Context: an optimization exercise on an open-source flow, tuned for a short achievable clock period and few clock cycles. The choices shown serve that exercise and are no tape-out recipe.
Only simulation tests tie the RTL to the original design; equivalence was not proved.
No driver is modelled on the clock port, so clocking that relies on it looks cheaper here than on a real chip.

run A:
==> flow/design.v (excerpt) <==
module SCPU (
    input        clk,       
    input        reset,     
    input [31:0] inst_in,   
    input [31:0] Data_in,   
    output        mem_w,      
    output [31:0] PC_out,     
    output [31:0] Addr_out,   
    output [31:0] Data_out,   
    input [4:0] reg_sel,   
    output [31:0] reg_data,   
    output [2:0] DMType_out,
    output MemRead_out
);
Size in the first run: about 28000 cells after synthesis, ~200 I/O pins, roughly 350000 µm² of cells after synthesis.
export LEC_CHECK = 0
export CAP_MARGIN = 40
export CORE_MARGIN = 2
export CORE_UTILIZATION = 35
export PLACE_DENSITY = 0.55
export SLEW_MARGIN = 40
export SYNTH_HIERARCHICAL = 1
create_clock -name core_clock -period 15.0 [get_ports {clk}]
standard.sh (not shown) runs the stock make flow with config.mk's settings and CLKGATE_MAP_FILE= SYNTH_SCRIPT=/design/flow/synth_recipe.tcl, a recipe that flattens the netlist after the stock synthesis.
==> flow/flow/run.sh <==
#!/bin/bash
# Own layout flow: the standard flow (standard.sh), with the standard synthesis
# unchanged, and then a layout that works harder on timing:
#  - the port buffers are plain buffers (buf_4) that the resizer may size freely
#    (MATCH_CELL_FOOTPRINT=0 lets it swap to any equivalent cell);
#  - setup repair aims at a margin below the design's clock period, on the worst
#    endpoints (TNS_END_PERCENT), so the achieved period comes out shorter;
#  - after global routing, flow/post_grt.tcl fixes any max slew / capacitance
#    violation that the timing repair left.
# If global routing finds the layout too congested, the layout is redone from the
# floorplan with a lower utilization.
# The clock period, the constraints and the clock tree are the design's.
# Each tool's output is in the ORFS logs (orfs/logs/...); make's in log_*.txt here.
set -uo pipefail
bash standard.sh synth > log_synth.txt 2>&1 || exit 1
common=(
  MATCH_CELL_FOOTPRINT=0
  "BUFFER_PORTS_ARGS=-buffer_cell sky130_fd_sc_hd__buf_4"
  SETUP_SLACK_MARGIN=8
  TNS_END_PERCENT=5
  POST_GLOBAL_ROUTE_TCL=$(pwd)/flow/post_grt.tcl
)
if bash standard.sh "${common[@]}" finish > log_layout.txt 2>&1; then
  exit 0
fi
res=orfs/results/sky130hd/SCPU/base
if [[ -f $res/5_1_grt.odb || ! -f $res/4_1_cts.odb ]]; then
  exit 1  # failed elsewhere than in global routing
fi
mkdir -p logs_try1
cp -r orfs/logs logs_try1/ 2>/dev/null
rm -f $res/2_* $res/3_* $res/4_* $res/5_* $res/6_* $res/route.guide
bash standard.sh "${common[@]}" CORE_UTILIZATION=28 PLACE_DENSITY=0.48 finish > log_layout2.txt 2>&1 || exit 1
==> flow/flow/post_grt.tcl <==
# Sourced by ORFS's global_route.tcl at its end (POST_GLOBAL_ROUTE_TCL). The setup
# repair there can leave max slew / max capacitance violations; fix them, keeping the
# global routing up to date as global_route.tcl does for its own repairs.
puts "Repair max slew and capacitance left after the timing repair..."
log_cmd global_route -start_incremental
repair_design_helper
log_cmd detailed_placement
log_cmd global_route -end_incremental
log_cmd estimate_parasitics -global_routing
report_check_types -max_slew -max_cap -violators
report_worst_slack -max
Testbench counts of run A, summed over its fixed seeds: cycles 29,276.
Modified inputs, run B compared to run A
Settings: CAP_MARGIN now 20, was 40; SLEW_MARGIN now 20, was 40.
## What came out
Wire length: run B vs run A down 0.71%
Run B reached the end of the flow, and the finished layout is clean on the timing, design-rule and antenna checks.
In the metrics for run B and run A, the one carrying the lower worst-case setup margin in the final layout is run B.
Compared with run A, in run B first-iteration DRC count saw an increase, worst hold-check slack saw little to no change.
Between run B and run A, design area is higher for run A, run B comes in under that.

---

Another version of the RTL of SCPU (not shown whole).
For scale: ~27000 cells after synthesis, ~200 I/O pins, roughly 340000 um^2 of cells after synthesis.
Design SCPU, start of the top module:
module SCPU (
    input        clk,       
    input        reset,     
    input [31:0] inst_in,   
    input [31:0] Data_in,   
    output        mem_w,      
    output [31:0] PC_out,     
    output [31:0] Addr_out,   
    output [31:0] Data_out,   
    input [4:0] reg_sel,   
    output [31:0] reg_data,   
    output [2:0] DMType_out,
    output MemRead_out
);
  reg        v;       
  reg [11:0] pc0;     
  reg [11:0] ppc;     
  reg        pv;      
  reg [31:0] ir0;
  reg lui0, auipc0, jal0, jalr0, br0, ld0, st0, op0, wr0, sub0, sra0;
  reg [2:0] dm0;
  reg [31:0] imma0, immm0, immc0, immu0;
  reg [31:0] o0a, o0b;   
  reg [31:0] o0c, o0d, o0m, o0s;
  reg [31:0] ir1;
  reg lui1, auipc1, jal1, jalr1, br1, ld1, st1, op1, wr1, sub1, sra1;
  reg [2:0] dm1;
  reg [31:0] imma1, immm1, immu1;
  reg [31:0] o1a, o1b;   
  reg [31:0] o1c, o1d, o1m, o1s;
  reg [11:0] s1;      
  reg [11:0] s1n;     
  reg        j1;      
  reg [11:0] t1;      
  reg        pok;     
  reg        fa, fb;  
  reg        bp1;     
  reg        alu0s, alu1s;   
  reg  [11:0] pc0n;   
  ...
Settings: LEC_CHECK=0, CAP_MARGIN=20, CELL_PAD_IN_SITES_DETAIL_PLACEMENT=1, CELL_PAD_IN_SITES_GLOBAL_PLACEMENT=2, CORE_MARGIN=2, CORE_UTILIZATION=35, PLACE_DENSITY=0.55, SLEW_MARGIN=20, SYNTH_HIERARCHICAL=1; clock period 15.0 ns.
Scripts as last shown in full above: flow/flow/run.sh, flow/flow/post_grt.tcl
The starting point finished with timing, DRC and antenna clean.
Testbench counts at the start, summed over its fixed seeds: cycles 29,276.
Edit:
- CELL_PAD_IN_SITES_DETAIL_PLACEMENT: 1 -> not set
- CELL_PAD_IN_SITES_GLOBAL_PLACEMENT: 2 -> not set
After rerunning: The changed run completed with no timing, DRC or antenna violations. Maximum frequency rose by 1.3%. Design area goes down by 2.3%. Wire length goes down by 15%. Sequential cell count stays the same. Die area is unchanged. Synthesized area does not change.

separate check: timing with driven ports:
Ports are ideal in the flow. The routed layouts listed here were re-timed in OpenROAD.
Step 1 assumes that a clkbuf_16 drives the clock port and a buf_2 every other input.
Step 2 also shifts input and output timing later by t, the mid clock arrival at the registers, as if the neighbouring blocks saw the same clock.
Three values: ideal, step 1, step 2; two values: the first two.
run	t (ns)	setup slack, ns	slew at the worst register clock pin (ns)	pins driven straight from the clock port
run A	1.236	6.937 / 6.657 / 6.256	0.08 / 0.08	1
run B	1.256	6.842 / 6.354 / 6.284	0.08 / 0.08	1
the first run of note 2	1.279	6.777 / 6.529 / 6.281	0.07 / 0.07	1
the second run of note 2	1.288	6.883 / 6.557 / 6.093	0.08 / 0.08	1
After both steps every run listed still meets setup and hold. The setup slack of the second run of note 2, which loses most, moves by -0.326 ns with the drivers and by -0.790 ns with both steps.
